Background: an optimization exercise with open tools, aiming at small area. Do not read the settings as production practice.
RTL that was checked went through simulation tests only; none was proved equivalent to the original.
No functional check of the RTL was part of runs 2 and 3.
Power and IR drop assume default switching activity.

<file path="design.v">
module steering(
					PCLK,
					PENABLE,
					PSEL,
					PRESETN,
					PWRITE,
					PREADY,
					PSLVERR,
					PADDR,
					PWDATA,
					PRDATA,
                    SERVOMOTOR1,
                    SERVOMOTOR2,
                    SERVOMOTORPWM,
                    SAMPLEINT);
input PCLK,PENABLE, PSEL, PRESETN, PWRITE;
input wire [31:0] PWDATA;
input [7:0] PADDR;
output [31:0] PRDATA;
output PREADY, PSLVERR;
output reg SERVOMOTOR1, SERVOMOTOR2;
output SERVOMOTORPWM;
output SAMPLEINT;
reg active;
reg signed [10:0] des_pos, act_pos;
parameter Pterm = 10;
parameter Dterm = 55;
wire BUS_WRITE_EN, BUS_READ_EN;
assign BUS_WRITE_EN = (PENABLE && PWRITE && PSEL);
assign BUS_READ_EN = (!PWRITE && PSEL);  
assign PREADY = 1'b1;
assign PSLVERR = 1'b0;
assign PRDATA = 32'd0;
reg signed [31:0] E0, E1, E2, E3, E4;
reg signed [31:0] motor_power;
reg signed [31:0] PID;
wire clk1k_tick;
clk_div cd(PCLK, PRESETN, clk1k_tick, SAMPLEINT);
always @(posedge PCLK)
begin
    if (!PRESETN)
    begin
        active <= 0;
        des_pos <= 512;
        act_pos <= 0;
    end
    else if (BUS_WRITE_EN)
        begin
        if (PWDATA[20] == 1)
        begin
            act_pos[10] <= 0;
            act_pos[9:0] <= PWDATA[9:0];
        end
        else if (active)
        begin
            des_pos[10] <= 0;
            des_pos[9:0] <= PWDATA[9:0];
        end
        if (PWDATA[22] == 1)
        begin
            active <= 1;
        end
        if (PWDATA[23] == 1)
        begin
            active <= 0;
        end
    end
end
always @(posedge PCLK)
begin
    if (!PRESETN)
    begin
        E0 <= 0;
        E1 <= 0;
        E2 <= 0;
        E3 <= 0;
        E4 <= 0;
        PID <= 0;
        motor_power <= 0;
        SERVOMOTOR1 <= 0;
        SERVOMOTOR2 <= 0;
    end
    else if (clk1k_tick)
    begin
        E4 <= E3;
        E3 <= E2;
        E2 <= E1;
        E1 <= E0;
        E0 <= $signed(des_pos - act_pos);
        PID <= Dterm*(E0*4 - E1 - E2 - E3 - E4) + (Pterm*E0);
        if (PID[31] == 1 & active)
        begin
            SERVOMOTOR1 <= 1;
            SERVOMOTOR2 <= 0;
            motor_power <= -PID;
        end
        else if (PID[31] == 0 & active)
        begin
            SERVOMOTOR1 <= 0;
            SERVOMOTOR2 <= 1;
            motor_power <= PID;
        end
        else
        begin
            SERVOMOTOR1 <= 0;
            SERVOMOTOR2 <= 0;
            motor_power <= 0;
        end
    end
end
pwmsteer ps(motor_power, SERVOMOTORPWM, PCLK, PRESETN);
endmodule
module pwmsteer(input wire [31:0] power, output reg pwm_out, input clk, input rstn);
    reg [18:0] counter;
    reg [31:0] pulse;
    always @(posedge clk)
    begin
        if (!rstn)
        begin
            pulse <= 0;
            counter <= 0;
            pwm_out <= 0;
        end
        else
        begin
            if (power > 255)
            begin
                pulse <= 200000;
            end
            else
            begin
                pulse <= 784*power;  
            end
            if (counter >= 200000)  
            begin
                counter <= 0;
            end
            else
            begin
                counter <= counter + 1;
            end
            if (counter <= pulse)
            begin
                pwm_out <= 1;
            end
            else
            begin
                pwm_out <= 0;
            end
        end
    end
endmodule
module clk_div(input clk, input rstn, output tick, output reg interrupt);
    reg [31:0] count;
    reg sclk;
    assign tick = (count == 0);
    always @(posedge clk)
    begin
        if (!rstn)
        begin
            count <= 0;
            sclk <= 0;
            interrupt <= 0;
        end
        else
        begin
            if (count >= 100000)
            begin
                count <= 0;
            end
            else
            begin
                count <= count + 1;
            end
            if (count <= 50000)
            begin
                sclk <= 1;
                interrupt <= 1;
            end
            else
            begin
                sclk <= 0;
                interrupt <= 0;
            end
        end
    end
endmodule
</file>
<file path="run.sh">
#!/bin/bash
# synth_recipe.tcl (not shown) runs the flow's synth.tcl, then flattens the netlist and writes it again
# the make line also repeats each setting of config.mk as NAME=value (left out here)
make -C /OpenROAD-flow-scripts/flow DESIGN_CONFIG=/design/flow/config.mk WORK_HOME=/design/flow/orfs CLKGATE_MAP_FILE= SYNTH_SCRIPT=/design/flow/synth_recipe.tcl finish
</file>
<file path="config.mk">
export PLATFORM = sky130hd
export DESIGN_NAME = steering
export DESIGN_NICKNAME = steering
export VERILOG_FILES = /design/flow/design.v
export SDC_FILE = /design/flow/constraint.sdc
export NUM_CORES = 4
export LEC_CHECK = 0
export CAP_MARGIN = 20
export CORE_MARGIN = 2
export CORE_UTILIZATION = 40
export SLEW_MARGIN = 20
</file>
<file path="constraint.sdc">
create_clock -name core_clock -period 10.0 [get_ports {PCLK}]
set_input_delay 2.0000 -clock core_clock [delete_from_list [all_inputs] [get_ports {PCLK}]]
set_output_delay 2.0000 -clock core_clock [all_outputs]
set_load 0.01 [all_outputs]
</file>
==> results of run 1 <==
-- cells by family (layout without fill, tap and decap cells) --
| kind of cell | Yosys count | count (layout) |
|---|---|---|
| buf+inv | 470 | 454 |
| fa+ha+maj | 318 | 318 |
| other cells | 2 | 50 |
| simple gates | 597 | 597 |
| mux | 12 | 12 |
| flops | 223 | 223 |
| compound gates | 351 | 351 |
| xor+xnor | 130 | 130 |
-- routing by layer --
metal / part of all wire (%) / up-vias / GRT usage [%] / wire length [um]
met3: 2.6 / 40 / 2.030 / 901
met1: 48 / 6077 / 20.44 / 16530
li1: - / 6738 / - / -
met4: 2.1 / 0 / 3.834 / 718
met2: 47 / 125 / 27.01 / 16070
met5: 0 / - / 0 / 0
-- cell type report --
type	instances	share of cell area, %
multi-input cells	1458	58.88
clock inverters	15	1.321
inverters	377	7.410
repair buffers	29	1.432
clock buffers	33	3.800
well taps	585	3.826
flip-flops and latches	223	23.34
-- synthesized netlist by cell type (all sizes together), types with 9 or more instances --
| library cell | number |
|---|---|
| nand2 | 222 |
| and3 | 20 |
| clkbuf | 52 |
| nand2b | 24 |
| a21o | 24 |
| a31oi | 12 |
| a211oi | 14 |
| a21oi | 164 |
| nor2 | 164 |
| buf | 41 |
| o21a | 23 |
| nor4 | 14 |
| o21ai | 51 |
| or4 | 9 |
| nor2b | 18 |
| fa | 114 |
| nor3 | 22 |
| ha | 204 |
| or3 | 9 |
| nand3 | 48 |
| dfxtp | 223 |
| inv | 377 |
| xor2 | 58 |
| xnor2 | 72 |
| mux2i | 11 |
| o31ai | 10 |
| nand4 | 14 |
-- power by group through the flow --
stage / logic [mW] / clock network [mW] / registers (mW)
final: 0.0460 / 1.07 / 0.896
after global routing: 0.0518 / 1.13 / 0.896
after global placement: 0.0451 / 0 / 0.915
after floorplan: 0.0394 / 0 / 0.915
after CTS: 0.0462 / 1.09 / 0.896
after detailed placement: 0.0457 / 0 / 0.915
-- stage by stage --
step | util, % | instance area (um2) | hold slack (ns) | setup slack, ns
6_report | 44.41 | 19130 | 0.4497 | 1.735
3_3_place_gp | 42.11 | 18140 | 0.4421 | 1.859
5_1_grt | 44.41 | 19130 | 0.4706 | 1.190
4_1_cts | 44.41 | 19130 | 0.4515 | 1.680
3_5_place_dp | 42.14 | 18150 | 0.4448 | 1.733
2_1_floorplan | - | 17610 | 0.4319 | 2.435
-- worst min-delay path: stages (launching register included) --
cell     delay [ns]
dfxtp_1        0.31
nand2_1        0.05
a21oi_1        0.05
-- how the worst min path moves through the flow --
stage                                         endpoint  slack, ns
after CTS                 motor_power[28]$_SDFFE_PN0N_       0.45
after floorplan                    E4[10]$_SDFFE_PN0N_       0.43
after global routing           act_pos[2]$_SDFFE_PN0P_       0.47
final                     motor_power[28]$_SDFFE_PN0N_       0.45
after global placement    motor_power[28]$_SDFFE_PN0N_       0.44
after detailed placement  motor_power[28]$_SDFFE_PN0N_       0.44
-- sequential cells by signal, indices dropped and copies added (netlist names) --
register      count
E1               11
cd.count         32
E0               11
ps.pulse         28
SERVOMOTOR1       1
act_pos          10
E4               11
PID              32
motor_power      32
E2               11
active            1
ps.pwm_out        1
des_pos          10
ps.counter       19
cd.interrupt      1
E3               11
SERVOMOTOR2       1
==> impl_results.md, run 1 <==
- Storage element area: 0.004464 mm2
- Vias per cell: 4.772
- DR WL/cell: 12.58 um
- # clock sinks: 223
- Placed cell count: 2672
- Vias in the first global route: 12570
- Number of flops mapped to enable cells by yosys: 0
- Overall Power: 2.007 mW
- DR DRC count: 0
- Mux share of post-synthesis cell area: 0.6965%
- Routed WL: 34210 um
- Internal: 1.580 mW
- Final setup vio count: 0
- Setup Fix Bufs, Post-CTS: 0
- Critical Path Fanout Max: 5
- DR iter-0 viols: 556
- MaxCap Viol Count: 0
- Port Buffer Count: 21
- Initial Utilization: 40.45%
- Yosys Warn Count: 3
- Filler instances: 4260
- CP max-delay cell: fa_1
- Switching share of power: 21.28%
- RSZ-0062 raised after global routing: false
- Crit. End Element: flop
- Final Hold Fails: 0
- Synth async-reset ratio: 0%
- Top post-synthesis cells by area: dfxtp_1 26%, ha_1 15%, fa_1 13%
- Clock Pin Slew Worst Setup and Hold Paths: 0.06 ns
- Largest family of logic cells by synthesized area: adder cells
- Synthesis-stage register bit count: 223
- Commonest non-fill, non-tap cell in the layout: inv_1
- Core Area: 0.04308 mm2
- Worst R2R Path Depth: 31
- Max-slew violation total from the final report: 0
- Crit path largest cell delay: 0.54 ns
- Hold WC Path Type: flop to flop
- TritonCTS clock tree: yes
- Sequential fraction of the synthesis area: 25.62%
- Critical path endpoint: PID[27]$_SDFFE_PN0N_
- Simple-Gate Fraction of Synth Area: 15.90%
- Placer congestion estimate: 0.8260
- Switching pwr: 0.4271 mW
- CTS H-tree depth: 1
- Die W: 212.7 um
- Critical path class: flop to flop
- I/O pin cnt: 83
- Die area: 0.04525 mm2
- Final std cells w/o fill: 2720
- Tightest Pin Transition: 0.9961 ns
- Estimated wirelength of the detail-placed design: 26570 um
- Arr. time, crit path: 8.75 ns
- Predominant post-synthesis flop cell: dfxtp_1
- Height of the die: 212.7 um
- P_leak: 8.864 nW
- Outcome: finished clean
- Nets: 2478
- Critical path's top delay family: adder cells
- Clock latency on the worst-skew pair: 0.56 ns
- Multi-input gate area: 0.01126 mm2
- Mapped Cells: 2103
- DRT Pass-1 Iters: 5
- Crit path from: E1[1]$_SDFFE_PN0N_
- Syn Area/Cell: 8.286 um2
- CTS Buffer Depth: 3
- Top cell type by total area after synthesis: dfxtp_1
- Antenna violations before repair: 0
- Setup tns final: 0 ns
- Vias: 12980
- Post-CTS Hold Buffers: 0
- Syn-to-layout area delta: 9.786%
- Reg2reg end: PID[27]$_SDFFE_PN0N_
- Commonest non-fill, non-tap cells in the layout: 376 x inv_1, 223 x dfxtp_1, 221 x nand2_1
- WHS Path Cells: 2
- Largest net degree at the start of global routing: 92
- Max_slew headroom: 33.59%
- All-Layer GR Usage: 15.55%
- Hold path start: motor_power[28]$_SDFFE_PN0N_
- CTS Root Cell: clkbuf_16
- Fin crit period: 8.265 ns
- Worst reg2reg startpoint: E1[1]$_SDFFE_PN0N_
- Distinct cells, synth: 71
- Synth top area share: 25.62%
- Reg power frac: 44.6%
- WP buf/inv: 7
- Aggregate global routing overflow: 0
- Critical Path Source Type: flop
- Worst reg2reg setup slack: 1.73 ns
- Clk_skew: 0.02111 ns
- Std cell rows: 76
- Pwr per Cell Area: 104.9 mW/mm2
- Mapped Area: 0.01743 mm2
- Logic pwr share: 2.3%
- Share of cells above drive strength 1: 3.841%
- Clock power share: 53.1%
- WP data required: 10.48 ns
- Cts bufs inserted: 26
- XOR/XNOR Fraction of Synth Area: 6.534%
- Crit share post-route: 82.65%
- First-pass GRT wire length: 58810 um
- Post-cts gate resize count: 0
- Most used cell, CP: inv_1
- CP Depth: 31
- VDD IR-drop max: 0.1114 mV
- Compound-Gate Fraction of Synth Area: 12.56%
- Detail Route Antenna Nets: 0
- Antenna cells: 0
- Adder-cell area share of the yosys netlist: 27.74%
- Achievable Freq: 121.0 MHz
==> inputs of run 2 (changes only) <==
==> design.v (replaced) <==
module steering(
                    PCLK,
                    PENABLE,
                    PSEL,
                    PRESETN,
                    PWRITE,
                    PREADY,
                    PSLVERR,
                    PADDR,
                    PWDATA,
                    PRDATA,
                    SERVOMOTOR1,
                    SERVOMOTOR2,
                    SERVOMOTORPWM,
                    SAMPLEINT);
input PCLK, PENABLE, PSEL, PRESETN, PWRITE;
input wire [31:0] PWDATA;
input [7:0] PADDR;
output [31:0] PRDATA;
output PREADY, PSLVERR;
output reg SERVOMOTOR1, SERVOMOTOR2;
output SERVOMOTORPWM;
output SAMPLEINT;
assign PREADY = 1'b1;
assign PSLVERR = 1'b0;
assign PRDATA = 32'd0;
wire we = PENABLE & PWRITE & PSEL;
reg active;
reg [9:0] des_pos, act_pos;
always @(posedge PCLK)
begin
    if (!PRESETN)
    begin
        active <= 1'b0;
        des_pos <= 10'd512;
        act_pos <= 10'd0;
    end
    else if (we)
    begin
        if (PWDATA[20])
            act_pos <= PWDATA[9:0];
        else if (active)
            des_pos <= PWDATA[9:0];
        if (PWDATA[23])
            active <= 1'b0;
        else if (PWDATA[22])
            active <= 1'b1;
    end
end
localparam [16:0] S_0      = 17'hce3b;
localparam [16:0] S_50001  = 17'h05ab;
localparam [16:0] S_99990  = 17'hec59;
localparam [16:0] S_100000 = 17'h1671d;
reg [16:0] dc;
reg tick;
reg sint;
reg comp;
wire wrap = (dc == S_100000);
always @(posedge PCLK)
begin
    if (!PRESETN)
    begin
        dc <= S_0;
        tick <= 1'b1;
        sint <= 1'b0;
    end
    else
    begin
        dc <= {dc[15:0], dc[16] ^ dc[13] ^ wrap};
        tick <= wrap;
        if (tick)
            sint <= 1'b1;
        else if (dc == S_50001)
            sint <= 1'b0;
    end
end
assign SAMPLEINT = sint;
always @(posedge PCLK)
    comp <= (dc == S_99990) | (comp & ~tick);
reg [2:0] ns;
always @(posedge PCLK)
begin
    if (!PRESETN)
        ns <= 3'd0;
    else if (tick & ~&ns)
        ns <= ns + 3'd1;
end
reg [65:0] R;
wire [10:0] d = {1'b0, des_pos} - {1'b0, act_pos};
wire e0 = R[55] & comp & (ns >= 3'd2);
wire e1 = R[44] & comp & (ns >= 3'd3);
wire e2 = R[33] & comp & (ns >= 3'd4);
wire e3 = R[22] & comp & (ns >= 3'd5);
wire e4 = R[11] & comp & (ns >= 3'd6);
wire [2:0] pc = e1 + e2 + e3 + e4;
wire signed [7:0] up = (e0 ? 8'sd46 : 8'sd0) - $signed({5'd0, pc}) * 8'sd11;
wire signed [7:0] u = tick ? -up : up;    
reg signed [6:0] A;
wire signed [7:0] S = A + u;
always @(posedge PCLK)
    A <= {S[7] & comp, S[6:1]};    
always @(posedge PCLK)
begin
    R <= {R[0], R[65:1]};
    if (comp)
        R[10] <= S[0];
    if (tick)
        R[10:0] <= d;
end
wire neg = S[7];
wire [11:0] hi = {S[7:0], R[10:7]};
wire [5:0] x = R[6:1];
wire inr = ((&hi) & (|x)) | ~(|hi);    
wire [5:0] magv = inr ? (x ^ {6{neg}}) + {5'd0, neg} : 6'd63;
reg [5:0] mag;
always @(posedge PCLK)
begin
    if (!PRESETN)
    begin
        mag <= 6'd0;
        SERVOMOTOR1 <= 1'b0;
        SERVOMOTOR2 <= 1'b0;
    end
    else if (tick)
    begin
        mag <= active ? magv : 6'd0;
        SERVOMOTOR1 <= active & neg;
        SERVOMOTOR2 <= active & ~neg;
    end
end
reg [11:0] r;
reg [5:0] c;
reg Y, pwm;
wire pend = c[5] & c[4] & c[2] & r[6] & r[4];             
wire rend = (&r[11:8]) & r[6] & (&r[3:0]);               
always @(posedge PCLK)
begin
    if (!PRESETN)
    begin
        r <= 12'd1;
        c <= 6'd1;
        Y <= 1'b1;
        pwm <= 1'b0;
    end
    else
    begin
        if (pend)
        begin
            r <= 12'd0;
            c <= 6'd0;
        end
        else
        begin
            r <= rend ? 12'd0 : r + 12'd1;
            if (r == 12'd0)
                c <= c + 6'd1;
        end
        Y <= (c <= mag);
        pwm <= Y;
    end
end
assign SERVOMOTORPWM = pwm;
endmodule
--- a/config.mk
+++ b/config.mk
@@ -5,6 +5,7 @@
 export SDC_FILE = /design/flow/constraint.sdc
 export NUM_CORES = 4
 export LEC_CHECK = 0
+export ABC_AREA = 1
 export CAP_MARGIN = 20
 export CORE_MARGIN = 2
 export CORE_UTILIZATION = 40
==> run 2 against run 1 <==
Effect of this change: still clean; cell count fell by 62%; via count fell by 65%; sequential cell count fell by 78; critical path type unchanged.
==> impl_results.md, run 2 <==
- Outcome: finished clean
- Die area: 0.01736 mm2
- Largest regs: R (66), dc (17), r (12)
- Aggregate global routing overflow: 0
- Most used cell, CP: ha_1
- First-pass GRT wire length: 19890 um
- Critical path class: flop to flop
- DR WL/cell: 10.79 um
- Clk_skew: 0.007873 ns
- Commonest non-fill, non-tap cell in the layout: dfxtp_1
- # clock sinks: 145
- Top cell type by total area after synthesis: dfxtp_1
- Filler instances: 1569
- Reg power frac: 48.9%
- Critical Path Source Type: flop
- Top post-synthesis cells by area: dfxtp_1 44%, ha_1 9.0%, inv_1 6.9%
- Clock power share: 43.8%
- Multi-input gate area: 0.002948 mm2
- CTS Buffer Depth: 2
- Initial Utilization: 40.94%
- Commonest non-fill, non-tap cells in the layout: 145 x dfxtp_1, 120 x inv_1, 98 x nand2_1
- Vias in the first global route: 4449
- Max-slew violation total from the final report: 0
- Synthesis-stage register bit count: 145
- Detail Route Antenna Nets: 0
- Final Hold Fails: 0
- Estimated wirelength of the detail-placed design: 8050 um
- Final setup vio count: 0
- Mapped Area: 0.006528 mm2
- Met1 Resource Use GR: 18.35%
- Hold WC Path Type: flop to flop
- Storage element area: 0.002903 mm2
- Height of the die: 131.7 um
- Routed WL: 11020 um
- Setup Fix Bufs, Post-CTS: 0
- Crit path largest cell delay: 0.55 ns
- Switching pwr: 0.2970 mW
- Top-count cell post-synth: dfxtp_1
- Predominant post-synthesis flop cell: dfxtp_1
- Post-cts gate resize count: 0
- Setup tns final: 0 ns
- WP data required: 10.28 ns
- CTS H-tree depth: 4
- Synth top area share: 44.47%
- Max reg flops: 66
- Top Usage Layer GRT: met2
- I/O pin cnt: 83
- Placer congestion estimate: 0.8223
- Pwr per Cell Area: 176.2 mW/mm2
- Arr. time, crit path: 6.57 ns
- P_leak: 3.347 nW
- Register with the most flip-flops: R
- Distinct cells, synth: 45
- Logic pwr share: 7.3%
- Crit. End Element: flop
- CP max-delay cell: fa_1
- Max_slew headroom: 44.22%
- Sequential fraction of the synthesis area: 44.47%
- MaxCap Viol Count: 0
- Tightest Pin Transition: 0.8295 ns
- Clock Pin Slew Worst Setup and Hold Paths: 0.06 ns
- Vias: 4552
- Synth top cells by count: 145 x dfxtp_1, 120 x inv_1, 98 x nand2_1, 51 x nor2_1, 47 x ha_1
- Cts bufs inserted: 17
- Cell Area, Placed: 0.006827 mm2
- Mapped Cells: 769
- Antenna cells: 0
- DR DRC count: 0
- VDD IR-drop max: 0.1460 mV
- Syn-to-layout area delta: 12.56%
- TritonCTS clock tree: yes
- Synth async-reset ratio: 0%
- DR iter-0 viols: 201
- Critical Path Fanout Max: 7
- Fin area: 0.007347 mm2
- Share of cells above drive strength 1: 9.814%
- Switching share of power: 22.94%
- Largest net degree at the start of global routing: 43
- Crit share post-route: 62.90%
- Vias per cell: 4.458
- Clock latency on the worst-skew pair: 0.42 ns
- Yosys Warn Count: 1
- Core Area: 0.01594 mm2
- Nets: 894
- CTS Root Cell: clkbuf_16
- Number of flops mapped to enable cells by yosys: 0
- Achievable Freq: 159.0 MHz
- Fin crit period: 6.290 ns
- DRT Pass-1 Iters: 5
- Die W: 131.7 um
- All-Layer GR Usage: 13.93%
- Met2 Resource Use GR: 21.96%
- Internal: 0.9977 mW
- Post-CTS Hold Buffers: 0
- Port Buffer Count: 21
- Std cell rows: 46
- Antenna violations before repair: 0
- Syn Area/Cell: 8.488 um2
- RSZ-0062 raised after global routing: false
- Met3 Usage GRT: 3.922%
-- run 2: cell count changes after synthesis, moves of 22 or more --
cell,delta
o21a_1,-22
a21o_1,-24
fa_1,-110
nand2b_1,-24
a21oi_1,-118
ha_1,-157
clkbuf_1,-43
inv_1,-257
nand2_1,-123
nor2_1,-112
xnor2_1,-61
dfxtp_1,-78
xor2_1,-43
-- run 2: cell families after synthesis --
logic type,synth area share (%)
buf+inv,12.21
xor+xnor,3.489
simple gates,19.93
flops,44.47
fa+ha+maj,10.24
other cells,0.1151
compound gates,9.546
-- run 2: power groups by stage --
stage	combinational [mW]	clock (mW)	sequential, mW
after detailed placement	0.0949	0	0.645
after global routing	0.111	0.611	0.637
after CTS	0.0956	0.584	0.633
after global placement	0.0936	0	0.645
final	0.0946	0.568	0.633
after floorplan	0.0825	0	0.639
-- run 2: final timing paths --
kind | start | endpoint | slack (ns) | cells past startpoint
worst max-delay path | ns[1]$_SDFFE_PN0P_ | mag[2]$_SDFFE_PN0P_ | 3.71 | 29
worst min register to register | R[0]$_DFF_P_ | R[65]$_DFF_P_ | 0.32 | 0
worst min-delay path | R[0]$_DFF_P_ | R[65]$_DFF_P_ | 0.32 | 0
worst max register to register | ns[1]$_SDFFE_PN0P_ | mag[2]$_SDFFE_PN0P_ | 3.71 | 29
-- run 2: stage by stage --
step | util [%] | setup WS, ns | hold WS, ns | power, mW | cells
final | 46.08 | 3.710 | 0.3206 | 1.295 | 1021
after CTS | 46.08 | 3.643 | 0.3242 | 1.312 | 1021
after detailed placement | 42.82 | 3.706 | 0.3121 | 0.7397 | 995
after global placement | 42.82 | 3.724 | 0.3112 | 0.7383 | 995
after global routing | 46.08 | 3.302 | 0.3247 | 1.358 | 1021
after floorplan | - | 4.223 | 0.3096 | 0.7214 | 801
-- run 2: layer usage --
layer / vias up / share of wire [%]
met1: 2047 / 52
met3: 14 / 2.8
met4: 0 / 1.4
li1: 2438 / -
met5: - / 0
met2: 53 / 44
-- run 2: cell type report --
| class | instances | area share [%] |
|---|---|---|
| Multi-Input combinational cell | 484 | 40.12 |
| Clock inverter | 6 | 0.8685 |
| Timing Repair Buffer | 24 | 3.168 |
| Sequential cell | 145 | 39.51 |
| Tap cell | 216 | 3.678 |
| Clock buffer | 20 | 6.216 |
| Inverter | 126 | 6.437 |
-- run 2: critical path: cells and delay by family (launching register included) --
kind | cells | cell delay [ns]
adders and majority gates | 11 | 3.24
AOI/OAI and AO/OA | 7 | 1.11
and+or+nand+nor | 5 | 0.64
xor gates and xnor gates | 3 | 0.50
DFF | 1 | 0.44
buffers and inverters | 3 | 0.24
==> inputs of run 3 (changes only) <==
--- a/design.v
+++ b/design.v
@@ -77,21 +77,16 @@
 assign SAMPLEINT = sint;
 always @(posedge PCLK)
     comp <= (dc == S_99990) | (comp & ~tick);
-reg [2:0] ns;
-always @(posedge PCLK)
-begin
-    if (!PRESETN)
-        ns <= 3'd0;
-    else if (tick & ~&ns)
-        ns <= ns + 3'd1;
-end
+reg [11:0] r;
+reg [5:0] c;
+reg Y, pwm;
 reg [65:0] R;
 wire [10:0] d = {1'b0, des_pos} - {1'b0, act_pos};
-wire e0 = R[55] & comp & (ns >= 3'd2);
-wire e1 = R[44] & comp & (ns >= 3'd3);
-wire e2 = R[33] & comp & (ns >= 3'd4);
-wire e3 = R[22] & comp & (ns >= 3'd5);
-wire e4 = R[11] & comp & (ns >= 3'd6);
+wire e0 = R[55] & comp;
+wire e1 = R[44] & comp;
+wire e2 = R[33] & comp;
+wire e3 = R[22] & comp;
+wire e4 = R[11] & comp;
 wire [2:0] pc = e1 + e2 + e3 + e4;
 wire signed [7:0] up = (e0 ? 8'sd46 : 8'sd0) - $signed({5'd0, pc}) * 8'sd11;
 wire signed [7:0] u = tick ? -up : up;    
@@ -99,11 +94,16 @@
 wire signed [7:0] S = A + u;
 always @(posedge PCLK)
     A <= {S[7] & comp, S[6:1]};    
+reg clr;
+always @(posedge PCLK)
+    clr <= ~PRESETN | (clr & ~(r == 12'd56));
 always @(posedge PCLK)
 begin
     R <= {R[0], R[65:1]};
     if (comp)
         R[10] <= S[0];
+    if (clr)
+        R[10] <= 1'b0;
     if (tick)
         R[10:0] <= d;
 end
@@ -128,9 +128,6 @@
         SERVOMOTOR2 <= active & ~neg;
     end
 end
-reg [11:0] r;
-reg [5:0] c;
-reg Y, pwm;
 wire pend = c[5] & c[4] & c[2] & r[6] & r[4];             
 wire rend = (&r[11:8]) & r[6] & (&r[3:0]);               
 always @(posedge PCLK)
--- a/config.mk
+++ b/config.mk
@@ -8,5 +8,6 @@
 export ABC_AREA = 1
 export CAP_MARGIN = 20
 export CORE_MARGIN = 2
-export CORE_UTILIZATION = 40
+export CORE_UTILIZATION = 70
+export CTS_BUF_LIST = sky130_fd_sc_hd__clkbuf_8
 export SLEW_MARGIN = 20
==> run 3 against run 2 <==
Effect of this change: critical path depth increased by 1; maximum frequency increased by 6.8%; critical path type unchanged; largest cell class is now sequential cells; non-clock buffer count decreased by 2; sequential cell count decreased by 2; power decreased by 13%; sequential share of layout area increased by 2.9 points; clock power decreased by 27%; sequential power decreased by 2%; synthesized area decreased by 4.1%; synthesized cell count decreased by 1.0%; first-iteration DRC count decreased by 12%; still clean on timing, DRC and antenna.
==> impl_results.md, run 3 <==
- Outcome: finished clean
- Fin area: 0.006751 mm2
- Share of cells above drive strength 1: 6.884%
- Post-cts gate resize count: 0
- Critical Path Source Type: flop
- Cts bufs inserted: 17
- I/O pin cnt: 83
- CP Depth: 30
- Post-CTS Hold Buffers: 0
- Pwr per Cell Area: 167.6 mW/mm2
- Antenna violations before repair: 0
- Placed cell count: 875
- Worst R2R Path Depth: 30
- Largest net degree at the start of global routing: 44
- Tightest Pin Transition: 0.8828 ns
- CP max-delay cell: fa_1
- WHS Path Cells: 0
- Yosys Warn Count: 1
- Synth top area share: 45.73%
- Clk_skew: 0.01918 ns
- Crit path largest cell delay: 0.54 ns
- Estimated wirelength of the detail-placed design: 7972 um
- Crit share post-route: 58.91%
- Die area: 0.009715 mm2
- First-pass GRT wire length: 18590 um
- TritonCTS clock tree: yes
- Aggregate global routing overflow: 0
- Hold WC Path Type: flop to flop
- Die W: 98.57 um
- Number of flops mapped to enable cells by yosys: 0
- Final setup vio count: 0
- Commonest non-fill, non-tap cells in the layout: 143 x dfxtp_1, 128 x inv_1, 114 x nand2_1
- Achievable Freq: 169.7 MHz
- DR WL/cell: 12.05 um
- Std cell rows: 34
- Syn Area/Cell: 8.226 um2
- Vias: 4620
- DRT Pass-1 Iters: 5
- Mapped Area: 0.006260 mm2
- Vias per cell: 5.094
- All-Layer GR Usage: 23.31%
- Initial Utilization: 72.13%
- Syn-to-layout area delta: 7.855%
- Max_slew headroom: 40.69%
- RSZ-0062 raised after global routing: false
- CTS H-tree depth: 4
- Critical Path Fanout Max: 12
- Most used cell, CP: ha_1
- WP buf/inv: 4
- Core Area: 0.008678 mm2
- DR DRC count: 0
- Top cell type by total area after synthesis: dfxtp_1
- Reg2reg end: mag[4]$_SDFFE_PN0P_
- DR iter-0 viols: 177
- Commonest non-fill, non-tap cell in the layout: dfxtp_1
- Nets: 878
- Hold path start: R[29]$_DFF_P_
- WP data required: 10.29 ns
- CTS Buffer Depth: 2
- Place WS: 4.120 ns
- Mapped Cells: 761
- Clock latency on the worst-skew pair: 0.43 ns
- Detail Route Antenna Nets: 0
- Largest regs: R (66), dc (17), r (12)
- Max-slew violation total from the final report: 0
- Final std cells w/o fill: 907
- Predominant post-synthesis flop cell: dfxtp_1
- Vias in the first global route: 4500
- Critical path's top delay family: adder cells
- Overall Power: 1.132 mW
- Antenna cells: 0
- Synth top cells by count: 143 x dfxtp_1, 127 x inv_1, 114 x nand2_1, 51 x nor2_1, 49 x a21oi_1
- Final core occ: 77.80%
- Top post-synthesis cells by area: dfxtp_1 46%, ha_1 8.6%, inv_1 7.6%
- Synth async-reset ratio: 0%
- Top-count cell post-synth: dfxtp_1
- Distinct cells, synth: 43
- CTS Root Cell: clkbuf_8
- # clock sinks: 143
- Port Buffer Count: 21
- Cell Area, Placed: 0.006395 mm2
- P_leak: 3.124 nW
- Height of the die: 98.57 um
- Setup tns final: 0 ns
- Worst reg2reg setup slack: 4.11 ns
- Post-route setup slack: 4.109 ns
- MaxCap Viol Count: 0
- Hold WS: 0.3209 ns
- Sequential fraction of the synthesis area: 45.73%
- Critical path class: flop to flop
- Final Hold Fails: 0
- Routed WL: 10930 um
- VDD IR-drop max: 0.1455 mV
- Arr. time, crit path: 6.18 ns
- Placer congestion estimate: 0.8758
- Setup Fix Bufs, Post-CTS: 0
- Crit. End Element: flop
- Register with the most flip-flops: R
- Worst reg2reg startpoint: comp$_DFF_P_
- Max reg flops: 66
- Fin crit period: 5.891 ns
- Endpoint of the worst hold path: R[28]$_DFF_P_
- Synthesis-stage register bit count: 143
- Clock Pin Slew Worst Setup and Hold Paths: 0.09 ns
-- run 3: cell count changes after synthesis, moves of 5 or more --
cell | before | now
nand2_4 | 10 | 0
xnor2_1 | 11 | 6
nand2_2 | 17 | 9
inv_1 | 120 | 127
nand4_1 | 9 | 14
nand3_1 | 30 | 40
nand2_1 | 98 | 114
-- run 3: worst max path at each step --
stage | end | startpoint
6_report | mag[4]$_SDFFE_PN0P_ | comp$_DFF_P_
5_1_grt | mag[4]$_SDFFE_PN0P_ | comp$_DFF_P_
4_1_cts | mag[4]$_SDFFE_PN0P_ | comp$_DFF_P_
3_5_place_dp | mag[4]$_SDFFE_PN0P_ | comp$_DFF_P_
3_3_place_gp | mag[4]$_SDFFE_PN0P_ | comp$_DFF_P_
2_1_floorplan | mag[2]$_SDFFE_PN0P_ | comp$_DFF_P_
-- run 3: cell families after synthesis --
group	Yosys count	synth area share [%]
simple gates	263	19.09
buf+inv	177	13.21
flops	143	45.73
compound gates	110	9.315
fa+ha+maj	47	9.874
xor+xnor	19	2.658
other cells	2	0.1200
-- run 3: cell type report --
| type | instances | area, um2 |
|---|---|---|
| clock buffers | 17 | 234.0 |
| clock inverters | 15 | 122.6 |
| fillers | 644 | 1927 |
| inverters | 129 | 489.2 |
| multi-input cells | 473 | 2690 |
| flip-flops and latches | 143 | 2863 |
| well taps | 108 | 135.1 |
| repair buffers | 22 | 217.7 |
-- run 3: report_power, final --
group	internal (mW)	total, mW	switching (mW)
sequential	0.604	0.621	0.0169
clock	0.178	0.413	0.235
combinational	0.0371	0.0973	0.0602
total	0.820	1.13	0.312
-- run 3: layer usage --
layer	up-vias	part of all wire, %	track usage, %
li1	2416	-	-
met5	-	0	0
met4	0	1.4	8.851
met3	14	3.3	4.397
met1	2093	45	27.10
met2	97	50	42.49
==> inputs of run 4 (changes only) <==
--- a/design.v
+++ b/design.v
@@ -77,65 +77,69 @@
 assign SAMPLEINT = sint;
 always @(posedge PCLK)
     comp <= (dc == S_99990) | (comp & ~tick);
-reg [11:0] r;
-reg [5:0] c;
-reg Y, pwm;
+reg [2:0] ns;
+always @(posedge PCLK)
+begin
+    if (!PRESETN)
+        ns <= 3'd0;
+    else if (tick & ~&ns)
+        ns <= ns + 3'd1;
+end
 reg [65:0] R;
 wire [10:0] d = {1'b0, des_pos} - {1'b0, act_pos};
-wire e0 = R[55] & comp;
-wire e1 = R[44] & comp;
-wire e2 = R[33] & comp;
-wire e3 = R[22] & comp;
-wire e4 = R[11] & comp;
+wire e0 = R[55] & comp & (ns >= 3'd2);
+wire e1 = R[44] & comp & (ns >= 3'd3);
+wire e2 = R[33] & comp & (ns >= 3'd4);
+wire e3 = R[22] & comp & (ns >= 3'd5);
+wire e4 = R[11] & comp & (ns >= 3'd6);
 wire [2:0] pc = e1 + e2 + e3 + e4;
-wire signed [7:0] up = (e0 ? 8'sd46 : 8'sd0) - $signed({5'd0, pc}) * 8'sd11;
-wire signed [7:0] u = tick ? -up : up;    
-reg signed [6:0] A;
-wire signed [7:0] S = A + u;
+wire signed [9:0] up = (e0 ? 10'sd230 : 10'sd0) - $signed({7'd0, pc}) * 10'sd55;
+wire signed [9:0] u = tick ? -up : up;    
+reg signed [8:0] A;
+wire signed [9:0] S = A + u;
 always @(posedge PCLK)
-    A <= {S[7] & comp, S[6:1]};    
-reg clr;
-always @(posedge PCLK)
-    clr <= ~PRESETN | (clr & ~(r == 12'd56));
+    A <= {S[9] & comp, S[8:1]};    
 always @(posedge PCLK)
 begin
     R <= {R[0], R[65:1]};
     if (comp)
         R[10] <= S[0];
-    if (clr)
-        R[10] <= 1'b0;
     if (tick)
         R[10:0] <= d;
 end
-wire neg = S[7];
-wire [11:0] hi = {S[7:0], R[10:7]};
-wire [5:0] x = R[6:1];
-wire inr = ((&hi) & (|x)) | ~(|hi);    
-wire [5:0] magv = inr ? (x ^ {6{neg}}) + {5'd0, neg} : 6'd63;
-reg [5:0] mag;
+wire neg = S[9];
+wire [11:0] hi = {S[9:0], R[10], R[9]};
+wire inr = (&hi) | ~(|hi);            
+wire [7:0] x = R[8:1];
+wire [7:0] xn = (x ^ {8{neg}}) + {7'd0, neg};
+wire [8:0] magv = inr ? {neg & ~(|x), xn} : 9'd256;
+reg [8:0] mag;
 always @(posedge PCLK)
 begin
     if (!PRESETN)
     begin
-        mag <= 6'd0;
+        mag <= 9'd0;
         SERVOMOTOR1 <= 1'b0;
         SERVOMOTOR2 <= 1'b0;
     end
     else if (tick)
     begin
-        mag <= active ? magv : 6'd0;
+        mag <= active ? magv : 9'd0;
         SERVOMOTOR1 <= active & neg;
         SERVOMOTOR2 <= active & ~neg;
     end
 end
-wire pend = c[5] & c[4] & c[2] & r[6] & r[4];             
-wire rend = (&r[11:8]) & r[6] & (&r[3:0]);               
+reg [9:0] r;
+reg [8:0] c;
+reg Y, pwm;
+wire pend = c[8] & r[6] & r[4];           
+wire rend = r[9] & r[8] & (&r[3:0]);      
 always @(posedge PCLK)
 begin
     if (!PRESETN)
     begin
-        r <= 12'd1;
-        c <= 6'd1;
+        r <= 10'd1;
+        c <= 9'd1;
         Y <= 1'b1;
         pwm <= 1'b0;
     end
@@ -143,14 +147,14 @@
     begin
         if (pend)
         begin
-            r <= 12'd0;
-            c <= 6'd0;
+            r <= 10'd0;
+            c <= 9'd0;
         end
         else
         begin
-            r <= rend ? 12'd0 : r + 12'd1;
-            if (r == 12'd0)
-                c <= c + 6'd1;
+            r <= rend ? 10'd0 : r + 10'd1;
+            if (r == 10'd0)
+                c <= c + 9'd1;
         end
         Y <= (c <= mag);
         pwm <= Y;
==> config.mk (replaced) <==
export PLATFORM = sky130hd
export DESIGN_NAME = steering
export DESIGN_NICKNAME = steering
export VERILOG_FILES = /design/flow/design.v
export SDC_FILE = /design/flow/constraint.sdc
export NUM_CORES = 4
export LEC_CHECK = 0
export CAP_MARGIN = 20
export CORE_MARGIN = 2
export CORE_UTILIZATION = 40
export SLEW_MARGIN = 20
==> run 4 against run 3 <==
Effect of this change: clock-buffer cell count is the same; die area up 95%; maximum frequency down 30%; still clean on timing, DRC and antenna; utilization is 31 points lower; via count increased by 4.6%; power rose by 21%; clock skew is 0.0035 ns lower; synthesized cell count down 0.66%.
==> impl_results.md, run 4 <==
- Top cell type by total area after synthesis: dfxtp_1
- VDD IR-drop max: 0.1613 mV
- Setup tns final: 0 ns
- Max-slew violation total from the final report: 0
- Clock latency on the worst-skew pair: 0.43 ns
- WHS Path Cells: 0
- Mapped Area: 0.007153 mm2
- Cell Area, Placed: 0.007470 mm2
- Estimated wirelength of the detail-placed design: 8788 um
- Clock Pin Slew Worst Setup and Hold Paths: 0.07 ns
- WP data required: 10.31 ns
- Yosys Warn Count: 1
- Final std cells w/o fill: 1018
- Achievable Freq: 118.4 MHz
- Largest net degree at the start of global routing: 54
- MaxCap Viol Count: 0
- Final Hold Fails: 0
- Post-cts gate resize count: 0
- Critical Path Fanout Max: 18
- RSZ-0062 raised after global routing: false
- Max_slew headroom: 43.93%
- CTS Root Cell: clkbuf_16
- P_leak: 3.354 nW
- Simple-Gate Fraction of Synth Area: 18.70%
- Die W: 137.7 um
- Compound-Gate Fraction of Synth Area: 12.17%
- Hold WC Path Type: flop to flop
- Worst reg2reg startpoint: ns[1]$_SDFFE_PN0P_
- Synth top cells by count: 151 x dfxtp_1, 74 x nand2_1, 59 x inv_1, 56 x ha_1, 44 x nor2_1
- Cts bufs inserted: 17
- Antenna violations before repair: 0
- Std cell rows: 48
- Top post-synthesis cells by area: dfxtp_1 42%, ha_1 9.8%, nand2_1 3.9%
- Max reg flops: 66
- Antenna cells: 0
- Sequential fraction of the synthesis area: 42.26%
- Mapped Cells: 756
- Crit path largest cell delay: 0.60 ns
- Largest family of logic cells by synthesized area: simple AND/OR/NAND/NOR gates
- Initial Utilization: 41.07%
- Filler instances: 1681
- First-pass GRT wire length: 20780 um
- Aggregate global routing overflow: 0
- DR DRC count: 0
- Most used cell, CP: ha_1
- Nets: 886
- Tightest Pin Transition: 0.8333 ns
- DRT Pass-1 Iters: 4
- Synth async-reset ratio: 0%
- Register with the most flip-flops: R
- Worst R2R Path Depth: 32
- Worst reg2reg setup slack: 1.55 ns
- Pwr per Cell Area: 169.6 mW/mm2
- CP max-delay cell: fa_1
- Die area: 0.01897 mm2
- Crit. End Element: flop
- Critical path class: flop to flop
- Placer congestion estimate: 0.8027
- Clk_skew: 0.01573 ns
- Fin crit period: 8.446 ns
- CTS H-tree depth: 4
- Vias: 4834
- DR iter-0 viols: 209
- Syn-to-layout area delta: 13.24%
- Placed cell count: 985
- Synthesis-stage register bit count: 151
- Largest regs: R (66), dc (17)
- Outcome: finished clean
- Arr. time, crit path: 8.75 ns
- Vias in the first global route: 4521
- # clock sinks: 151
- DR WL/cell: 12.07 um
- I/O pin cnt: 83
- Mux share of post-synthesis cell area: 1.994%
- Setup Fix Bufs, Post-CTS: 0
- Core Area: 0.01742 mm2
- XOR/XNOR Fraction of Synth Area: 5.965%
- All-Layer GR Usage: 13.93%
- Final setup vio count: 0
- Vias per cell: 4.749
- Detail Route Antenna Nets: 0
- Adder-cell area share of the yosys netlist: 11.19%
- Critical Path Source Type: flop
- Crit share post-route: 84.46%
- Endpoint of the worst hold path: R[24]$_DFF_P_
- Overall Power: 1.374 mW
- TritonCTS clock tree: yes
- Post-CTS Hold Buffers: 0
- Number of flops mapped to enable cells by yosys: 0
- Port Buffer Count: 21
- CTS Buffer Depth: 2
- Commonest non-fill, non-tap cell in the layout: dfxtp_1
- Routed WL: 12290 um
- Share of cells above drive strength 1: 6.936%
- Distinct cells, synth: 67
- Commonest non-fill, non-tap cells in the layout: 151 x dfxtp_1, 74 x nand2_1, 59 x inv_1
- Predominant post-synthesis flop cell: dfxtp_1
- Synth top area share: 42.26%
- Height of the die: 137.7 um
- Syn Area/Cell: 9.462 um2
- Fin area: 0.008100 mm2
- Hold path start: R[25]$_DFF_P_
- Top-count cell post-synth: dfxtp_1
- Reg2reg end: mag[6]$_SDFFE_PN0P_
[run 4: where the power goes]
part	switching [mW]	total, mW	internal (mW)	leakage [nW]
sequential	0.0189	0.647	0.628	1.23
combinational	0.0447	0.0861	0.0414	1.82
clock	0.298	0.641	0.342	0.300
[run 4: worst max-delay path by stage]
| stage | startpoint | to | slack, ns | cells past startpoint |
|---|---|---|---|---|
| global placement | ns[1]$_SDFFE_PN0P_ | mag[6]$_SDFFE_PN0P_ | 1.57 | 32 |
| detailed placement | ns[1]$_SDFFE_PN0P_ | mag[6]$_SDFFE_PN0P_ | 1.51 | 30 |
| floorplan | ns[1]$_SDFFE_PN0P_ | mag[6]$_SDFFE_PN0P_ | 2.42 | 30 |
| CTS | ns[1]$_SDFFE_PN0P_ | mag[6]$_SDFFE_PN0P_ | 1.48 | 32 |
| global route | ns[1]$_SDFFE_PN0P_ | mag[6]$_SDFFE_PN0P_ | 0.79 | 30 |
| finish | ns[1]$_SDFFE_PN0P_ | mag[6]$_SDFFE_PN0P_ | 1.55 | 32 |
[run 4: metal layers]
layer | vias up | part of all wire [%] | global-route usage, %
li1 | 2549 | - | -
met1 | 2211 | 51 | 18.02
met2 | 63 | 45 | 22.22
met3 | 11 | 3.2 | 3.974
met4 | 0 | 1.3 | 4.932
met5 | - | 0 | 0
[run 4: cell type report]
class	instances	area [um2]	area share, %
Clock buffer	17	425.4	5.252
Clock inverter	15	193.9	2.394
Inverter	59	221.5	2.734
Multi-Input combinational cell	526	3711	45.81
Sequential cell	151	3023	37.32
Tap cell	225	281.5	3.475
Timing Repair Buffer	25	244.0	3.012
[run 4: logic make-up (layout without fill, tap and decap cells)]
kind of cell	count (synthesis)	after routing
DFF	151	151
AOI/OAI and AO/OA	115	115
buffers and inverters	111	116
and+or+nand+nor	255	255
other	2	34
xor gates and xnor gates	47	47
adders and majority gates	61	61
muxes	14	14
[run 4: metrics by stage]
| step | hold WS [ns] | setup WS (ns) | utilization, % |
|---|---|---|---|
| final | 0.3250 | 1.554 | 46.51 |
| after global routing | 0.3292 | 0.7893 | 46.51 |
| after CTS | 0.3273 | 1.476 | 46.44 |
| after detailed placement | 0.3121 | 1.511 | 42.89 |
| after global placement | 0.3103 | 1.571 | 42.89 |
| after floorplan | 0.3096 | 2.424 | - |
[run 4: worst max-delay path: cells and delay by family (launching register included)]
| kind | cells | cell delay (ns) |
|---|---|---|
| adder cells (fa/ha/maj) | 9 | 3.46 |
| AND/OR/NAND/NOR | 8 | 1.75 |
| AO/OA/AOI/OAI | 8 | 1.38 |
| XOR/XNOR | 4 | 1.11 |
| flip-flops | 1 | 0.44 |
| buffers and inverters | 3 | 0.17 |

==> static timing again, ports no longer ideal <==
No port has a modelled driver above. Below, the same layouts with a new extraction and two added sets of constraints. Step 1, drivers: a clkbuf_16 drives PCLK and a buf_2 each remaining input, both assumed. Step 2 adds t to the input delays and takes it off the output delays; t is the mean of the earliest and latest rising clock arrival at the registers after step 1. Input paths then give back, and output paths get back, about the clock's delay inside the block. a / b / c = ideal / step 1 / step 2; a / b = the first two.
run | shift t [ns] | setup slack, ns | hold slack, ns | latest minus earliest clock arrival (ns) | pins driven straight from the clock port
run 1 | 0.597 | 1.735 / 1.735 / 1.735 | 0.450 / 0.450 / 0.450 | 0.021 / 0.021 | 1
run 2 | 0.453 | 3.710 / 3.710 / 3.710 | 0.321 / 0.321 / 0.321 | 0.008 / 0.009 | 1
run 3 | 0.455 | 4.109 / 4.109 / 4.109 | 0.321 / 0.321 / 0.321 | 0.020 / 0.020 | 1
run 4 | 0.466 | 1.554 / 1.554 / 1.554 | 0.325 / 0.325 / 0.325 | 0.017 / 0.017 | 1
After both steps every run listed still meets setup and hold.
